Source: an optimization exercise on an open RTL-to-GDS flow (aim: small area, a short achievable clock period and few clock cycles per item). Production flows keep margins and buffers that such runs may drop.
No run shown here included a check of the RTL's function; only the layout flow was run.

## flow/design.v (module list and top-level ports; edited modules follow where they fit)
// module requant: 4402 lines
// module requant_top: 54 lines
module requant_top (
    input  wire        clk,
    input  wire        rst,
    input  wire [31:0] in_A_tdata,
    input  wire        in_A_tlast,
    input  wire        in_A_tvalid,
    output wire        in_A_tready,
    input  wire [31:0] in_bias_tdata,
    input  wire        in_bias_tlast,
    input  wire        in_bias_tvalid,
    output wire        in_bias_tready,
    input  wire [31:0] in_m_tdata,
    input  wire        in_m_tlast,
    input  wire        in_m_tvalid,
    output wire        in_m_tready,
    input  wire [7:0]  in_e_tdata,
    input  wire        in_e_tlast,
    input  wire        in_e_tvalid,
    output wire        in_e_tready,
    output wire [7:0]  out_D_tdata,
    output wire        out_D_tlast,
    output wire        out_D_tvalid,
    input  wire        out_D_tready
);
  // ...
==> flow/flow/run.sh <==
#!/bin/bash
set -euo pipefail
MARGIN=5.7
EXTRA="'BUFFER_PORTS_ARGS=-buffer_cell sky130_fd_sc_hd__buf_2'"
sed -e "s/SETUP_SLACK_MARGIN=[-0-9.]*/SETUP_SLACK_MARGIN=${MARGIN}/" \
    -e "s|\"\${@:-finish}\"|${EXTRA} \"\${@:-finish}\"|" standard.sh > standard_mod.sh
grep -q "SETUP_SLACK_MARGIN=${MARGIN}" standard_mod.sh
grep -q "BUFFER_PORTS_ARGS" standard_mod.sh
bash standard_mod.sh synth > flow_synth.log 2>&1
RES="$PWD/orfs/results/${FLOW_PLATFORM:-sky130hd}/requant_top/base"
cp "$RES/1_synth.odb" "$RES/1_synth_std.odb"
openroad -python -exit flow/fa_polarity.py "$RES/1_synth_std.odb" "$RES/1_synth.odb" > fa_polarity.log 2>&1
touch "$RES/1_synth.sdc"
bash standard_mod.sh > flow_make.log 2>&1
==> flow/flow/fa_polarity.py <==
# Inverter clean-up around full adders, run on the synthesized netlist
# (1_synth.odb) before floorplanning.
#
# Yosys's full-adder extraction leaves many inverters between full-adder
# cells.  A full adder is self-dual: FA(~a, ~b, ~c) = (~cout, ~sum).  So any
# full adder may be "flipped" (all three inputs and both outputs complemented)
# without changing the logic.  This script removes the plain inverters of the
# netlist, chooses a flip for each full adder that needs few inverters, and
# puts back one inverter per signal whose complement some pin needs.  Only
# combinational cells change; registers and ports are untouched.
import sys
import odb

src, dst = sys.argv[1], sys.argv[2]
db = odb.dbDatabase.create()
odb.read_db(db, src)
blk = db.getChip().getBlock()

INV = 'sky130_fd_sc_hd__inv_1'
inv_master = db.findMaster(INV)

def is_inv(inst):
    n = inst.getMaster().getName()
    return n.startswith('sky130_fd_sc_hd__inv_') or n.startswith('sky130_fd_sc_hd__clkinv_')

def is_fa(inst):
    return inst.getMaster().getName().startswith('sky130_fd_sc_hd__fa_')

def sig_iterms(inst):
    return [it for it in inst.getITerms() if it.getSigType() not in ('POWER', 'GROUND')]

def net_has_port(net):
    return net is not None and len(list(net.getBTerms())) > 0

def driver(net):
    for it in net.getITerms():
        if it.isOutputSignal():
            return it
    return None

# inverters we may remove: input and output nets are plain internal nets
removable = []
for inst in blk.getInsts():
    if not is_inv(inst):
        continue
    a = inst.findITerm('A').getNet()
    y = inst.findITerm('Y').getNet()
    if a is None or y is None or net_has_port(a) or net_has_port(y):
        continue
    if a.getSigType() == 'CLOCK' or y.getSigType() == 'CLOCK':
        continue
    removable.append(inst)
rem_set = set(r.getName() for r in removable)

def root(net):
    """(root net, polarity) after stripping removable inverters."""
    p = 0
    seen = 0
    while True:
        d = driver(net)
        if d is None or d.getInst().getName() not in rem_set:
            return net, p
        net = d.getInst().findITerm('A').getNet()
        p ^= 1
        seen += 1
        if seen > 1000:
            raise RuntimeError('inverter loop')

# every load pin that is not a removable inverter input: its (root, polarity)
loads = []          # [iterm, rootnet, pol, fa_inst_name or None]
for inst in blk.getInsts():
    if inst.getName() in rem_set:
        continue
    for it in sig_iterms(inst):
        if it.isOutputSignal() or it.getNet() is None:
            continue
        if not it.isInputSignal():
            continue
        r, p = root(it.getNet())
        loads.append([it, r, p, inst.getName() if is_fa(inst) else None])
# output ports driven through removable inverters cannot occur (excluded above)

fa_names = [i.getName() for i in blk.getInsts() if is_fa(i)]
flip = {n: 0 for n in fa_names}
# root net -> FA name that drives it (if any)
drv_fa = {}
for inst in blk.getInsts():
    if is_fa(inst):
        for it in sig_iterms(inst):
            if it.isOutputSignal() and it.getNet() is not None:
                drv_fa[it.getNet().getName()] = inst.getName()

by_root = {}
for ld in loads:
    by_root.setdefault(ld[1].getName(), []).append(ld)
fa_roots = {n: set() for n in fa_names}   # roots an FA touches (inputs and outputs)
for ld in loads:
    if ld[3] is not None:
        fa_roots[ld[3]].add(ld[1].getName())
for rn, fn in drv_fa.items():
    fa_roots[fn].add(rn)

def need(ld):
    rn = ld[1].getName()
    f = flip[drv_fa[rn]] if rn in drv_fa else 0
    g = flip[ld[3]] if ld[3] is not None else 0
    return ld[2] ^ f ^ g

def cost_root(rn):
    return 1 if any(need(ld) for ld in by_root.get(rn, [])) else 0

def total():
    return sum(cost_root(rn) for rn in by_root)

before_inv = len(removable)
c0 = total()
import random

def greedy():
    improved = True
    rounds = 0
    while improved and rounds < 50:
        improved = False
        rounds += 1
        for fn in fa_names:
            rs = fa_roots[fn]
            old = sum(cost_root(r) for r in rs)
            flip[fn] ^= 1
            new = sum(cost_root(r) for r in rs)
            if new < old:
                improved = True
            else:
                flip[fn] ^= 1
    return rounds

rounds = greedy()
best = total()
best_flip = dict(flip)
# perturb and re-descend (deterministic seed)
rng = random.Random(1)
for it in range(int(sys.argv[3]) if len(sys.argv) > 3 else 40):
    for fn in fa_names:
        flip[fn] = best_flip[fn]
    for fn in rng.sample(fa_names, max(1, len(fa_names) // 10)):
        flip[fn] ^= 1
    for fn in fa_names:
        rs = fa_roots[fn]
        old = sum(cost_root(r) for r in rs)
        flip[fn] ^= 1
        if sum(cost_root(r) for r in rs) > old:
            flip[fn] ^= 1
    greedy()
    t = total()
    if t < best:
        best = t
        best_flip = dict(flip)
for fn in fa_names:
    flip[fn] = best_flip[fn]
c1 = total()
print('fa_polarity: %d full adders, %d removable inverters, %d needed before, %d after (%d rounds, %d flipped)'
      % (len(fa_names), before_inv, c0, c1, rounds, sum(flip.values())))

# rebuild: disconnect loads, drop removable inverters, add one inverter per root needing it
inv_net = {}
cnt = [0]
def get_inv(rnet):
    rn = rnet.getName()
    if rn in inv_net:
        return inv_net[rn]
    cnt[0] += 1
    n = odb.dbNet_create(blk, 'fapol_n%d' % cnt[0])
    i = odb.dbInst_create(blk, inv_master, 'fapol_inv%d' % cnt[0])
    i.findITerm('A').connect(rnet)
    i.findITerm('Y').connect(n)
    inv_net[rn] = n
    return n

plan = [(ld[0], ld[1], need(ld)) for ld in loads]
for it, r, p in plan:
    it.disconnect()
old_nets = set()
for inst in removable:
    for it in sig_iterms(inst):
        if it.getNet() is not None:
            old_nets.add(it.getNet().getName())
        it.disconnect()
    odb.dbInst_destroy(inst)
for it, r, p in plan:
    it.connect(get_inv(r) if p else r)
# drop nets left without any connection
for nn in old_nets:
    n = blk.findNet(nn)
    if n is not None and len(list(n.getITerms())) == 0 and len(list(n.getBTerms())) == 0:
        odb.dbNet_destroy(n)
print('fa_polarity: %d inverters in place of %d' % (cnt[0], before_inv))
# a flipped adder's output nets carry the complement of what their names
# (from the RTL) say: give them fresh names
k = 0
for inst in blk.getInsts():
    if is_fa(inst) and flip.get(inst.getName()):
        for it in sig_iterms(inst):
            if it.isOutputSignal() and it.getNet() is not None:
                k += 1
                it.getNet().rename('fapol_x%d' % k)
odb.write_db(db, dst)
==> flow/standard.sh <==
#!/bin/bash
# synth_recipe.tcl (not shown) runs the flow's synth.tcl, then flattens the netlist and writes it again
# the make line also repeats each setting of config.mk as NAME=value (left out here)
make -C /OpenROAD-flow-scripts/flow DESIGN_CONFIG=/design/flow/config.mk WORK_HOME=/design/flow/orfs CLKGATE_MAP_FILE= SYNTH_SCRIPT=/design/flow/synth_recipe.tcl "${@:-finish}"
==> flow/config.mk <==
export PLATFORM = sky130hd
export DESIGN_NAME = requant_top
export DESIGN_NICKNAME = requant_top
export VERILOG_FILES = /design/flow/design.v
export SDC_FILE = /design/flow/constraint.sdc
export NUM_CORES = 4
export LEC_CHECK = 0
export CAP_MARGIN = 20
export CORE_MARGIN = 2
export CORE_UTILIZATION = 65
export SETUP_SLACK_MARGIN = 5
export SLEW_MARGIN = 20
==> flow/constraint.sdc <==
create_clock -name core_clock -period 9.0 [get_ports {clk}]
set_input_delay 1.8000 -clock core_clock [delete_from_list [all_inputs] [get_ports {clk}]]
set_output_delay 1.8000 -clock core_clock [all_outputs]
set_load 0.01 [all_outputs]
==> results by group, run 1 <==
Routing
  – 1st-pass router iterations: 7
  – DR top layer: met5
  – Total wire length: 133 mm
  – Avg WL per Cell: 27.2 um
  – Routed met1 length: 48.1 mm

Cells and area
  – Number of sequential cells: 662
  – Non-clk bufs: 285
  – Multi-input combinational area share: 54.3%
  – Layout clock area frac: 5.00%

Outcome
  – Outcome: complete, no violations

GRT
  – First-pass GRT wire length: 196 mm
  – GRT Total Usage: 36.8%
  – GRT overflow: 0

Die
  – Die W: 264 um
  – Core area: 0.0672 mm2

Synthesis
  – Synth warnings: 1
  – Mapped Area: 0.0440 mm2
  – Post-Syn Nets: 4,658

STA
  – RSZ-0062 raised after global routing: yes
  – FMAX: 0.296 GHz
  – Fin worst setup slack: 5.62 ns
  – Setup TNS: 0 ns

Setup path
  – Critical path's most frequent cell: fa_1
  – Worst Path Required: 9.51 ns
  – Worst Path Arrival: 3.90 ns

Clock tree
  – CTS max path bufs: 3

Place
  – Post-Place Worst Slack: 4.77 ns
==> run 2, diff against run 1 <==
--- a/flow/design.v
+++ b/flow/design.v
@@ -3680,17 +3680,17 @@
 assign ts1051 = q2[180] ^ q2[181];
 assign tc1052 = q2[180] & q2[181];
 assign ts1053 = q2[182] ^ q2[183];
 assign tc1054 = q2[182] & q2[183];
 assign ts1055 = q2[184] ^ q2[185];
 assign tc1056 = q2[184] & q2[185];
 wire [63:0] rs = {tc1056, tc1054, tc1052, tc1050, tc1048, tc1046, tc1044, tc1042, tc1040, tc1038, tc1036, tc1034, tc1032, tc1030, tc1028, tc1026, tc1024, tc1022, tc1020, tc1018, tc1016, tc1014, tc1012, tc1010, tc1008, tc1006, tc1004, tc1002, tc1000, tc998, tc996, tc994, tc992, tc990, tc988, tc986, tc984, tc982, tc980, tc978, tc976, tc974, tc972, tc970, tc968, tc966, tc964, ts963, q2[29], q2[27], q2[25], q2[23], q2[21], q2[19], q2[17], q2[15], q2[13], q2[11], q2[9], q2[7], q2[5], q2[3], q2[2], q2[0]};
 wire [63:0] rc = {1'b1, ts1055, ts1053, ts1051, ts1049, ts1047, ts1045, ts1043, ts1041, ts1039, ts1037, ts1035, ts1033, ts1031, ts1029, ts1027, ts1025, ts1023, ts1021, ts1019, ts1017, ts1015, ts1013, ts1011, ts1009, ts1007, ts1005, ts1003, ts1001, ts999, ts997, ts995, ts993, ts991, ts989, ts987, ts985, ts983, ts981, ts979, ts977, ts975, ts973, ts971, ts969, ts967, ts965, q2[94], q2[30], q2[28], q2[26], q2[24], q2[22], q2[20], q2[18], q2[16], q2[14], q2[12], q2[10], q2[8], q2[6], q2[4], 1'b0, q2[1]};
-reg  [31:0] lo3, hs3, hc3;
+reg  [31:0] lo3, hs3;
 reg         c3;
 reg  [6:0]  sh3;
 reg         nr3;
 wire [31:0] sk2_p = rs[31:0] ^ rc[31:0];
 wire [31:0] sk2_g = rs[31:0] & rc[31:0];
 wire sk2_G0_1 = sk2_g[1] | (sk2_p[1] & sk2_g[0]);
 wire sk2_P0_1 = sk2_p[1] & sk2_p[0];
 wire sk2_G0_3 = sk2_g[3] | (sk2_p[3] & sk2_g[2]);
@@ -3880,23 +3880,18 @@
 assign losum[25] = sk2_p[25] ^ sk2_G4_24;
 assign losum[26] = sk2_p[26] ^ sk2_G4_25;
 assign losum[27] = sk2_p[27] ^ sk2_G4_26;
 assign losum[28] = sk2_p[28] ^ sk2_G4_27;
 assign losum[29] = sk2_p[29] ^ sk2_G4_28;
 assign losum[30] = sk2_p[30] ^ sk2_G4_29;
 assign losum[31] = sk2_p[31] ^ sk2_G4_30;
 assign losum[32] = sk2_G4_31;
-always @(posedge clk) begin
-    {c3, lo3} <= losum;
-    hs3 <= rs[63:32]; hc3 <= rc[63:32];
-    sh3 <= sh2; nr3 <= nr2; l3 <= l2;
-end
-wire [32:0] sk3_p = {hs3, c3} ^ {hc3, c3};
-wire [32:0] sk3_g = {hs3, c3} & {hc3, c3};
+wire [31:0] sk3_p = rs[63:32] ^ rc[63:32];
+wire [31:0] sk3_g = rs[63:32] & rc[63:32];
 wire sk3_G0_1 = sk3_g[1] | (sk3_p[1] & sk3_g[0]);
 wire sk3_P0_1 = sk3_p[1] & sk3_p[0];
 wire sk3_G0_3 = sk3_g[3] | (sk3_p[3] & sk3_g[2]);
 wire sk3_P0_3 = sk3_p[3] & sk3_p[2];
 wire sk3_G0_5 = sk3_g[5] | (sk3_p[5] & sk3_g[4]);
 wire sk3_P0_5 = sk3_p[5] & sk3_p[4];
 wire sk3_G0_7 = sk3_g[7] | (sk3_p[7] & sk3_g[6]);
 wire sk3_P0_7 = sk3_p[7] & sk3_p[6];
@@ -4047,54 +4042,56 @@
 wire sk3_G4_28 = sk3_G3_28 | (sk3_P3_28 & sk3_G3_15);
 wire sk3_P4_28 = sk3_P3_28 & sk3_P3_15;
 wire sk3_G4_29 = sk3_G3_29 | (sk3_P3_29 & sk3_G3_15);
 wire sk3_P4_29 = sk3_P3_29 & sk3_P3_15;
 wire sk3_G4_30 = sk3_G3_30 | (sk3_P3_30 & sk3_G3_15);
 wire sk3_P4_30 = sk3_P3_30 & sk3_P3_15;
 wire sk3_G4_31 = sk3_G3_31 | (sk3_P3_31 & sk3_G3_15);
 wire sk3_P4_31 = sk3_P3_31 & sk3_P3_15;
-wire sk3_G5_32 = sk3_g[32] | (sk3_p[32] & sk3_G4_31);
-wire sk3_P5_32 = sk3_p[32] & sk3_P4_31;
-wire [33:0] hisum;
-assign hisum[0] = sk3_p[0];
-assign hisum[1] = sk3_p[1] ^ sk3_g[0];
-assign hisum[2] = sk3_p[2] ^ sk3_G0_1;
-assign hisum[3] = sk3_p[3] ^ sk3_G1_2;
-assign hisum[4] = sk3_p[4] ^ sk3_G1_3;
-assign hisum[5] = sk3_p[5] ^ sk3_G2_4;
-assign hisum[6] = sk3_p[6] ^ sk3_G2_5;
-assign hisum[7] = sk3_p[7] ^ sk3_G2_6;
-assign hisum[8] = sk3_p[8] ^ sk3_G2_7;
-assign hisum[9] = sk3_p[9] ^ sk3_G3_8;
-assign hisum[10] = sk3_p[10] ^ sk3_G3_9;
-assign hisum[11] = sk3_p[11] ^ sk3_G3_10;
-assign hisum[12] = sk3_p[12] ^ sk3_G3_11;
-assign hisum[13] = sk3_p[13] ^ sk3_G3_12;
-assign hisum[14] = sk3_p[14] ^ sk3_G3_13;
-assign hisum[15] = sk3_p[15] ^ sk3_G3_14;
-assign hisum[16] = sk3_p[16] ^ sk3_G3_15;
-assign hisum[17] = sk3_p[17] ^ sk3_G4_16;
-assign hisum[18] = sk3_p[18] ^ sk3_G4_17;
-assign hisum[19] = sk3_p[19] ^ sk3_G4_18;
-assign hisum[20] = sk3_p[20] ^ sk3_G4_19;
-assign hisum[21] = sk3_p[21] ^ sk3_G4_20;
-assign hisum[22] = sk3_p[22] ^ sk3_G4_21;
-assign hisum[23] = sk3_p[23] ^ sk3_G4_22;
-assign hisum[24] = sk3_p[24] ^ sk3_G4_23;
-assign hisum[25] = sk3_p[25] ^ sk3_G4_24;
-assign hisum[26] = sk3_p[26] ^ sk3_G4_25;
-assign hisum[27] = sk3_p[27] ^ sk3_G4_26;
-assign hisum[28] = sk3_p[28] ^ sk3_G4_27;
-assign hisum[29] = sk3_p[29] ^ sk3_G4_28;
-assign hisum[30] = sk3_p[30] ^ sk3_G4_29;
-assign hisum[31] = sk3_p[31] ^ sk3_G4_30;
-assign hisum[32] = sk3_p[32] ^ sk3_G4_31;
-assign hisum[33] = sk3_G5_32;
-wire [31:0] hi4 = hisum[32:1];
+wire [32:0] hsum;
+assign hsum[0] = sk3_p[0];
+assign hsum[1] = sk3_p[1] ^ sk3_g[0];
+assign hsum[2] = sk3_p[2] ^ sk3_G0_1;
+assign hsum[3] = sk3_p[3] ^ sk3_G1_2;
+assign hsum[4] = sk3_p[4] ^ sk3_G1_3;
+assign hsum[5] = sk3_p[5] ^ sk3_G2_4;
+assign hsum[6] = sk3_p[6] ^ sk3_G2_5;
+assign hsum[7] = sk3_p[7] ^ sk3_G2_6;
+assign hsum[8] = sk3_p[8] ^ sk3_G2_7;
+assign hsum[9] = sk3_p[9] ^ sk3_G3_8;
+assign hsum[10] = sk3_p[10] ^ sk3_G3_9;
+assign hsum[11] = sk3_p[11] ^ sk3_G3_10;
+assign hsum[12] = sk3_p[12] ^ sk3_G3_11;
+assign hsum[13] = sk3_p[13] ^ sk3_G3_12;
+assign hsum[14] = sk3_p[14] ^ sk3_G3_13;
+assign hsum[15] = sk3_p[15] ^ sk3_G3_14;
+assign hsum[16] = sk3_p[16] ^ sk3_G3_15;
+assign hsum[17] = sk3_p[17] ^ sk3_G4_16;
+assign hsum[18] = sk3_p[18] ^ sk3_G4_17;
+assign hsum[19] = sk3_p[19] ^ sk3_G4_18;
+assign hsum[20] = sk3_p[20] ^ sk3_G4_19;
+assign hsum[21] = sk3_p[21] ^ sk3_G4_20;
+assign hsum[22] = sk3_p[22] ^ sk3_G4_21;
+assign hsum[23] = sk3_p[23] ^ sk3_G4_22;
+assign hsum[24] = sk3_p[24] ^ sk3_G4_23;
+assign hsum[25] = sk3_p[25] ^ sk3_G4_24;
+assign hsum[26] = sk3_p[26] ^ sk3_G4_25;
+assign hsum[27] = sk3_p[27] ^ sk3_G4_26;
+assign hsum[28] = sk3_p[28] ^ sk3_G4_27;
+assign hsum[29] = sk3_p[29] ^ sk3_G4_28;
+assign hsum[30] = sk3_p[30] ^ sk3_G4_29;
+assign hsum[31] = sk3_p[31] ^ sk3_G4_30;
+assign hsum[32] = sk3_G4_31;
+always @(posedge clk) begin
+    {c3, lo3} <= losum;
+    hs3 <= hsum[31:0];
+    sh3 <= sh2; nr3 <= nr2; l3 <= l2;
+end
+wire [31:0] hi4 = hs3 + {31'd0, c3};
 wire [63:0] mul = {hi4, lo3};
 wire        sgn = mul[63];
 wire [64:0] t6 = {mul, 1'b0};
 wire [63:0] t5;
 assign t5[0] = sh3[5] ? t6[32] : t6[0];
 assign t5[1] = sh3[5] ? t6[33] : t6[1];
 assign t5[2] = sh3[5] ? t6[34] : t6[2];
 assign t5[3] = sh3[5] ? t6[35] : t6[3];
@@ -4202,102 +4199,102 @@
 assign t4[40] = sh3[4] ? t5[56] : t5[40];
 assign t4[41] = sh3[4] ? t5[57] : t5[41];
 assign t4[42] = sh3[4] ? t5[58] : t5[42];
 assign t4[43] = sh3[4] ? t5[59] : t5[43];
 assign t4[44] = sh3[4] ? t5[60] : t5[44];
 assign t4[45] = sh3[4] ? t5[61] : t5[45];
 assign t4[46] = sh3[4] ? t5[62] : t5[46];
 assign t4[47] = sh3[4] ? t5[63] : t5[47];
-reg  [47:0] t4r;
+wire [39:0] t3;
+assign t3[0] = sh3[3] ? t4[8] : t4[0];
+assign t3[1] = sh3[3] ? t4[9] : t4[1];
+assign t3[2] = sh3[3] ? t4[10] : t4[2];
+assign t3[3] = sh3[3] ? t4[11] : t4[3];
+assign t3[4] = sh3[3] ? t4[12] : t4[4];
+assign t3[5] = sh3[3] ? t4[13] : t4[5];
+assign t3[6] = sh3[3] ? t4[14] : t4[6];
+assign t3[7] = sh3[3] ? t4[15] : t4[7];
+assign t3[8] = sh3[3] ? t4[16] : t4[8];
+assign t3[9] = sh3[3] ? t4[17] : t4[9];
+assign t3[10] = sh3[3] ? t4[18] : t4[10];
+assign t3[11] = sh3[3] ? t4[19] : t4[11];
+assign t3[12] = sh3[3] ? t4[20] : t4[12];
+assign t3[13] = sh3[3] ? t4[21] : t4[13];
+assign t3[14] = sh3[3] ? t4[22] : t4[14];
+assign t3[15] = sh3[3] ? t4[23] : t4[15];
+assign t3[16] = sh3[3] ? t4[24] : t4[16];
+assign t3[17] = sh3[3] ? t4[25] : t4[17];
+assign t3[18] = sh3[3] ? t4[26] : t4[18];
+assign t3[19] = sh3[3] ? t4[27] : t4[19];
+assign t3[20] = sh3[3] ? t4[28] : t4[20];
+assign t3[21] = sh3[3] ? t4[29] : t4[21];
+assign t3[22] = sh3[3] ? t4[30] : t4[22];
+assign t3[23] = sh3[3] ? t4[31] : t4[23];
+assign t3[24] = sh3[3] ? t4[32] : t4[24];
+assign t3[25] = sh3[3] ? t4[33] : t4[25];
+assign t3[26] = sh3[3] ? t4[34] : t4[26];
+assign t3[27] = sh3[3] ? t4[35] : t4[27];
+assign t3[28] = sh3[3] ? t4[36] : t4[28];
+assign t3[29] = sh3[3] ? t4[37] : t4[29];
+assign t3[30] = sh3[3] ? t4[38] : t4[30];
+assign t3[31] = sh3[3] ? t4[39] : t4[31];
+assign t3[32] = sh3[3] ? t4[40] : t4[32];
+assign t3[33] = sh3[3] ? t4[41] : t4[33];
+assign t3[34] = sh3[3] ? t4[42] : t4[34];
+assign t3[35] = sh3[3] ? t4[43] : t4[35];
+assign t3[36] = sh3[3] ? t4[44] : t4[36];
+assign t3[37] = sh3[3] ? t4[45] : t4[37];
+assign t3[38] = sh3[3] ? t4[46] : t4[38];
+assign t3[39] = sh3[3] ? t4[47] : t4[39];
+reg  [39:0] t4r;
 reg  [3:0]  sh4;
 reg         nr4;
 reg         s64, sg4;           
 always @(posedge clk) begin
-    t4r <= t4; sh4 <= sh3[3:0]; nr4 <= nr3; l4 <= l3;
+    t4r <= t3; sh4 <= sh3[3:0]; nr4 <= nr3; l4 <= l3;
     s64 <= sh3[6]; sg4 <= sgn;
 end
-wire [39:0] t3;
-assign t3[0] = sh4[3] ? t4r[8] : t4r[0];
-assign t3[1] = sh4[3] ? t4r[9] : t4r[1];
-assign t3[2] = sh4[3] ? t4r[10] : t4r[2];
-assign t3[3] = sh4[3] ? t4r[11] : t4r[3];
-assign t3[4] = sh4[3] ? t4r[12] : t4r[4];
-assign t3[5] = sh4[3] ? t4r[13] : t4r[5];
-assign t3[6] = sh4[3] ? t4r[14] : t4r[6];
-assign t3[7] = sh4[3] ? t4r[15] : t4r[7];
-assign t3[8] = sh4[3] ? t4r[16] : t4r[8];
-assign t3[9] = sh4[3] ? t4r[17] : t4r[9];
-assign t3[10] = sh4[3] ? t4r[18] : t4r[10];
-assign t3[11] = sh4[3] ? t4r[19] : t4r[11];
-assign t3[12] = sh4[3] ? t4r[20] : t4r[12];
-assign t3[13] = sh4[3] ? t4r[21] : t4r[13];
-assign t3[14] = sh4[3] ? t4r[22] : t4r[14];
-assign t3[15] = sh4[3] ? t4r[23] : t4r[15];
-assign t3[16] = sh4[3] ? t4r[24] : t4r[16];
-assign t3[17] = sh4[3] ? t4r[25] : t4r[17];
-assign t3[18] = sh4[3] ? t4r[26] : t4r[18];
-assign t3[19] = sh4[3] ? t4r[27] : t4r[19];
-assign t3[20] = sh4[3] ? t4r[28] : t4r[20];
-assign t3[21] = sh4[3] ? t4r[29] : t4r[21];
-assign t3[22] = sh4[3] ? t4r[30] : t4r[22];
-assign t3[23] = sh4[3] ? t4r[31] : t4r[23];
-assign t3[24] = sh4[3] ? t4r[32] : t4r[24];
-assign t3[25] = sh4[3] ? t4r[33] : t4r[25];
-assign t3[26] = sh4[3] ? t4r[34] : t4r[26];
-assign t3[27] = sh4[3] ? t4r[35] : t4r[27];
-assign t3[28] = sh4[3] ? t4r[36] : t4r[28];
-assign t3[29] = sh4[3] ? t4r[37] : t4r[29];
-assign t3[30] = sh4[3] ? t4r[38] : t4r[30];
-assign t3[31] = sh4[3] ? t4r[39] : t4r[31];
-assign t3[32] = sh4[3] ? t4r[40] : t4r[32];
-assign t3[33] = sh4[3] ? t4r[41] : t4r[33];
-assign t3[34] = sh4[3] ? t4r[42] : t4r[34];
-assign t3[35] = sh4[3] ? t4r[43] : t4r[35];
-assign t3[36] = sh4[3] ? t4r[44] : t4r[36];
-assign t3[37] = sh4[3] ? t4r[45] : t4r[37];
-assign t3[38] = sh4[3] ? t4r[46] : t4r[38];
-assign t3[39] = sh4[3] ? t4r[47] : t4r[39];
 wire [35:0] t2;
-assign t2[0] = sh4[2] ? t3[4] : t3[0];
-assign t2[1] = sh4[2] ? t3[5] : t3[1];
-assign t2[2] = sh4[2] ? t3[6] : t3[2];
-assign t2[3] = sh4[2] ? t3[7] : t3[3];
-assign t2[4] = sh4[2] ? t3[8] : t3[4];
-assign t2[5] = sh4[2] ? t3[9] : t3[5];
-assign t2[6] = sh4[2] ? t3[10] : t3[6];
-assign t2[7] = sh4[2] ? t3[11] : t3[7];
-assign t2[8] = sh4[2] ? t3[12] : t3[8];
-assign t2[9] = sh4[2] ? t3[13] : t3[9];
-assign t2[10] = sh4[2] ? t3[14] : t3[10];
-assign t2[11] = sh4[2] ? t3[15] : t3[11];
-assign t2[12] = sh4[2] ? t3[16] : t3[12];
-assign t2[13] = sh4[2] ? t3[17] : t3[13];
-assign t2[14] = sh4[2] ? t3[18] : t3[14];
-assign t2[15] = sh4[2] ? t3[19] : t3[15];
-assign t2[16] = sh4[2] ? t3[20] : t3[16];
-assign t2[17] = sh4[2] ? t3[21] : t3[17];
-assign t2[18] = sh4[2] ? t3[22] : t3[18];
-assign t2[19] = sh4[2] ? t3[23] : t3[19];
-assign t2[20] = sh4[2] ? t3[24] : t3[20];
-assign t2[21] = sh4[2] ? t3[25] : t3[21];
-assign t2[22] = sh4[2] ? t3[26] : t3[22];
-assign t2[23] = sh4[2] ? t3[27] : t3[23];
-assign t2[24] = sh4[2] ? t3[28] : t3[24];
-assign t2[25] = sh4[2] ? t3[29] : t3[25];
-assign t2[26] = sh4[2] ? t3[30] : t3[26];
-assign t2[27] = sh4[2] ? t3[31] : t3[27];
-assign t2[28] = sh4[2] ? t3[32] : t3[28];
-assign t2[29] = sh4[2] ? t3[33] : t3[29];
-assign t2[30] = sh4[2] ? t3[34] : t3[30];
-assign t2[31] = sh4[2] ? t3[35] : t3[31];
-assign t2[32] = sh4[2] ? t3[36] : t3[32];
-assign t2[33] = sh4[2] ? t3[37] : t3[33];
-assign t2[34] = sh4[2] ? t3[38] : t3[34];
-assign t2[35] = sh4[2] ? t3[39] : t3[35];
+assign t2[0] = sh4[2] ? t4r[4] : t4r[0];
+assign t2[1] = sh4[2] ? t4r[5] : t4r[1];
+assign t2[2] = sh4[2] ? t4r[6] : t4r[2];
+assign t2[3] = sh4[2] ? t4r[7] : t4r[3];
+assign t2[4] = sh4[2] ? t4r[8] : t4r[4];
+assign t2[5] = sh4[2] ? t4r[9] : t4r[5];
+assign t2[6] = sh4[2] ? t4r[10] : t4r[6];
+assign t2[7] = sh4[2] ? t4r[11] : t4r[7];
+assign t2[8] = sh4[2] ? t4r[12] : t4r[8];
+assign t2[9] = sh4[2] ? t4r[13] : t4r[9];
+assign t2[10] = sh4[2] ? t4r[14] : t4r[10];
+assign t2[11] = sh4[2] ? t4r[15] : t4r[11];
+assign t2[12] = sh4[2] ? t4r[16] : t4r[12];
+assign t2[13] = sh4[2] ? t4r[17] : t4r[13];
+assign t2[14] = sh4[2] ? t4r[18] : t4r[14];
+assign t2[15] = sh4[2] ? t4r[19] : t4r[15];
+assign t2[16] = sh4[2] ? t4r[20] : t4r[16];
+assign t2[17] = sh4[2] ? t4r[21] : t4r[17];
+assign t2[18] = sh4[2] ? t4r[22] : t4r[18];
+assign t2[19] = sh4[2] ? t4r[23] : t4r[19];
+assign t2[20] = sh4[2] ? t4r[24] : t4r[20];
+assign t2[21] = sh4[2] ? t4r[25] : t4r[21];
+assign t2[22] = sh4[2] ? t4r[26] : t4r[22];
+assign t2[23] = sh4[2] ? t4r[27] : t4r[23];
+assign t2[24] = sh4[2] ? t4r[28] : t4r[24];
+assign t2[25] = sh4[2] ? t4r[29] : t4r[25];
+assign t2[26] = sh4[2] ? t4r[30] : t4r[26];
+assign t2[27] = sh4[2] ? t4r[31] : t4r[27];
+assign t2[28] = sh4[2] ? t4r[32] : t4r[28];
+assign t2[29] = sh4[2] ? t4r[33] : t4r[29];
+assign t2[30] = sh4[2] ? t4r[34] : t4r[30];
+assign t2[31] = sh4[2] ? t4r[35] : t4r[31];
+assign t2[32] = sh4[2] ? t4r[36] : t4r[32];
+assign t2[33] = sh4[2] ? t4r[37] : t4r[33];
+assign t2[34] = sh4[2] ? t4r[38] : t4r[34];
+assign t2[35] = sh4[2] ? t4r[39] : t4r[35];
 wire [33:0] t1;
 assign t1[0] = sh4[1] ? t2[2] : t2[0];
 assign t1[1] = sh4[1] ? t2[3] : t2[1];
 assign t1[2] = sh4[1] ? t2[4] : t2[2];
 assign t1[3] = sh4[1] ? t2[5] : t2[3];
 assign t1[4] = sh4[1] ? t2[6] : t2[4];
 assign t1[5] = sh4[1] ? t2[7] : t2[5];
 assign t1[6] = sh4[1] ? t2[8] : t2[6];
--- a/flow/flow/run.sh
+++ b/flow/flow/run.sh
@@ -1,11 +1,11 @@
 #!/bin/bash
 set -euo pipefail
-MARGIN=5.7
+MARGIN=5.6
 EXTRA="'BUFFER_PORTS_ARGS=-buffer_cell sky130_fd_sc_hd__buf_2'"
 sed -e "s/SETUP_SLACK_MARGIN=[-0-9.]*/SETUP_SLACK_MARGIN=${MARGIN}/" \
     -e "s|\"\${@:-finish}\"|${EXTRA} \"\${@:-finish}\"|" standard.sh > standard_mod.sh
 grep -q "SETUP_SLACK_MARGIN=${MARGIN}" standard_mod.sh
 grep -q "BUFFER_PORTS_ARGS" standard_mod.sh
 bash standard_mod.sh synth > flow_synth.log 2>&1
 RES="$PWD/orfs/results/${FLOW_PLATFORM:-sky130hd}/requant_top/base"
 cp "$RES/1_synth.odb" "$RES/1_synth_std.odb"
==> run 2 against run 1 <==
  * Clock skew rose by 0.014 ns
  * Area after synthesis fell by 2.3%
  * Register-to-register slack got worse by 0.16 ns
  * Routed wire length decreased by 6.5%
==> results by group, run 2 <==
Outcome
  – Outcome: complete, no violations (unchanged)

Place
  – Hpwl dp: 80.5 mm (was 80.9 mm)
  – Post-Place Worst Slack: 4.85 ns (was 4.77 ns)
  – GP Congestion: 0.895 (was 0.890)
  – Input/output buffers: 128 (unchanged)

Clock tree
  – Post-CTS Hold Fix Bufs: 0 (unchanged)
  – Worst-Skew Late Latency: 0.62 ns (was 0.63 ns)
  – Root Buffer: clkbuf_16 (unchanged)
  – Total clock sinks: 622 (was 662)
  – Worst-path clk slew: 0.06 ns (about the same)
  – CTS tree: done (unchanged)
  – CTS Buf Count: 69 (was 72)
  – CTS H-tree depth: 3 (unchanged)
  – CTS max path bufs: 3 (unchanged)

GRT
  – Antenna violations before repair: 6 (was 2)
  – GRT Total Usage: 35.3% (was 36.8%)
  – Pin count of the biggest net entering global routing: 76 (unchanged)
  – GRT overflow: 0 (unchanged)
  – Number of global-route vias before repair: 32,900 (was 33,700)
  – First-pass GRT wire length: 184 mm (was 196 mm)

Cells and area
  – Area of the multi-input gates: 0.0269 mm2 (was 0.0270 mm2)
  – Reg with most FFs: requant_QKV.q2 (unchanged)
  – Fillers: 4,569 (was 4,442)
  – Layout cells sized above 1: 12.7% (was 14.6%)
  – Commonest non-fill, non-tap cell in the layout: a22oi_1 (unchanged)
  – Max reg flops: 186 (unchanged)
  – Nets: 4,629 (was 4,692)
  – Most frequent cells in the layout: a22oi_1 (500), fa_1 (431), dfxtp_1 (396), xnor2_1 (387), inv_1 (270) (was a22oi_1 (494), dfxtp_1 (442), fa_1 (437), xnor2_1 (343), inv_1 (291))
  – Regs by FF count: requant_QKV.q2 (186), requant_QKV.mem (54), requant_QKV.t4r (40) (was requant_QKV.q2 (186), requant_QKV.mem (54), requant_QKV.t4r (48))
  – Growth of design area from synthesis to finish: 10.3% (was 13.1%)
  – Register Area: 0.0143 mm2 (was 0.0151 mm2)

Synthesis
  – Mean Syn Cell Area: 11.0 um2 (was 11.2 um2)
  – Mapped Area: 0.0430 mm2 (was 0.0440 mm2)
  – Cell count after synthesis: 3,913 (was 3,919)
  – Synth warnings: 1 (unchanged)
  – Post-Syn Nets: 4,654 (was 4,658)

Routing
  – Final ANT Viol Nets: 0 (unchanged)
  – Drt via density: 6.50 (was 6.60)
  – Total wire length: 124 mm (was 133 mm)
  – Avg WL per Cell: 25.8 um (was 27.2 um)
  – DR vias: 31,300 (was 32,300)
  – Drt initial violations: 3,514 (was 3,584)
  – DRC violations left: 0 (unchanged)
  – 1st-pass router iterations: 8 (was 7)

STA
  – Fin worst setup slack: 5.46 ns (was 5.62 ns)
  – Fin. max-slew vios: 0 (unchanged)
  – Hold slack: 0.318 ns (was 0.319 ns)
  – Setup TNS: 0 ns (unchanged)
  – FMAX: 0.283 GHz (was 0.296 GHz)
  – # setup viols final: 0 (unchanged)
  – Final Hold Viols: 0 (unchanged)
  – Final min period: 3.54 ns (was 3.38 ns)
  – RSZ-0062 raised after global routing: yes (unchanged)
  – Max transition margin: 31.6% (was 31.0%)
  – Skew final: 0.0418 ns (was 0.0280 ns)
  – Final worst path period share: 39.3% (was 37.6%)
  – Worst-Margin Slew: 1.02 ns (was 1.03 ns)

Setup path
  – Worst-case reg-to-reg path depth: 15 (was 8)
  – Worst setup SP type: flop (unchanged)
  – Reg2Reg Setup Slack: 5.46 ns (was 5.62 ns)
  – Worst Path Arrival: 4.05 ns (was 3.90 ns)
  – CP Capture Type: flop (unchanged)
  – Critical path type: flop to flop (unchanged)
  – Worst Path Required: 9.51 ns (about the same)
  – CP Max Fanout: 2 (was 33)

Die
  – Initial Utilization: 65.6% (about the same)
  – Die W: 261 um (was 264 um)
  – Top-Level Pins: 129 (unchanged)
  – Row count: 94 (was 95)
  – Die height: 261 um (was 264 um)
  – Die Area: 0.0683 mm2 (was 0.0699 mm2)
  – Core area: 0.0656 mm2 (was 0.0672 mm2)

Flow run
  – Max-cap violations: 0 (unchanged)

Hold path
  – Hold depth: 0 (unchanged)
  – Worst hold path class: flop to flop (unchanged)
==> run 2: repair_timing <==
item / 4_1_cts / 5_1_grt
endpoints found under the setup margin: 139 / 71
gates cloned: 0 / 3
endpoints found under the hold margin: 0 / 0
pin swaps: 12 / 21
gates resized for setup: 76 / 64
setup buffers: 13 / 22
==> run 2: final timing paths <==
path,startpoint,to
max,requant_QKV.q2[63],requant_QKV.hs3[9]
min reg2reg,requant_QKV.sh2[3],requant_QKV.sh3[3]
min,requant_QKV.sh2[3],requant_QKV.sh3[3]
max reg2reg,requant_QKV.q2[63],requant_QKV.hs3[9]
==> run 2: worst max-delay path: stages (launching register included) <==
cell and delay, ns:
dfxtp_2 0.32, fa_1 0.51, fa_1 0.51, ha_2 0.20, fa_2 0.35, inv_2 0.06
nand2b_4 0.13, a21oi_4 0.06, buf_4 0.14, o21a_1 0.19, o21a_1 0.22, nor2_2 0.11
inv_1 0.07, fa_2 0.35, inv_2 0.10, xnor2_4 0.14
==> run 2: metal layers <==
layer / track usage [%] / up-vias / part of all wire, %
met1: 42.8 / 15400 / 36
met5: 0 / - / 0.021
met3: 8.99 / 495 / 11
li1: - / 13400 / -
met2: 58.2 / 1930 / 47
met4: 18.8 / 4 / 6.0
==> run 2: area by class of cell <==
cell class,count,area share [%]
clock buffers,91,4.18
inverters,277,2.22
diodes,3,0.0158
flip-flops and latches,622,30.2
clock inverters,35,0.891
repair buffers,223,3.54
well taps,864,2.28
multi-input cells,2695,56.7
==> run 2: per-stage QoR <==
step	instances	util, %	cell area [um2]
4_1_cts	4782	71.3	46800
3_3_place_gp	4642	67.1	44000
5_1_grt	4810	72.3	47500
3_5_place_dp	4643	67.1	44000
2_1_floorplan	3913	-	43000
6_report	4810	72.3	47500

==> port drivers added, routing unchanged <==
The flow's constraints put no driver on any port. The routed layouts listed below were extracted and timed again, unchanged, in two steps.
Step 1 sets driving cells, clkbuf_16 on the clock port and buf_2 on the other inputs (assumed; they add their load-dependent delay and slew).
Step 2 moves the port delays by t, midway between the first and last clock arrival at a register: inputs arrive t later, outputs are due t later. That takes back most of the time a late clock gives input paths.
Slacks: ideal ports / drivers / drivers and shift; pairs: ideal ports / drivers.
run | t, ns | slack for setup (ns) | hold WS [ns] | slew at the worst register clock pin (ns) | worst data-port slew with drivers (ns)
run 1 | 0.688 | 5.617 / 5.617 / 5.364 | 0.319 / 0.319 / 0.319 | 0.07 / 0.07 | 0.14
run 2 | 0.667 | 5.461 / 5.461 / 5.102 | 0.318 / 0.318 / 0.318 | 0.06 / 0.06 | 0.11
After both steps every run listed still meets setup and hold. The setup slack of run 2, which loses most, moves by 0.000 ns with the drivers and by -0.359 ns with both steps.
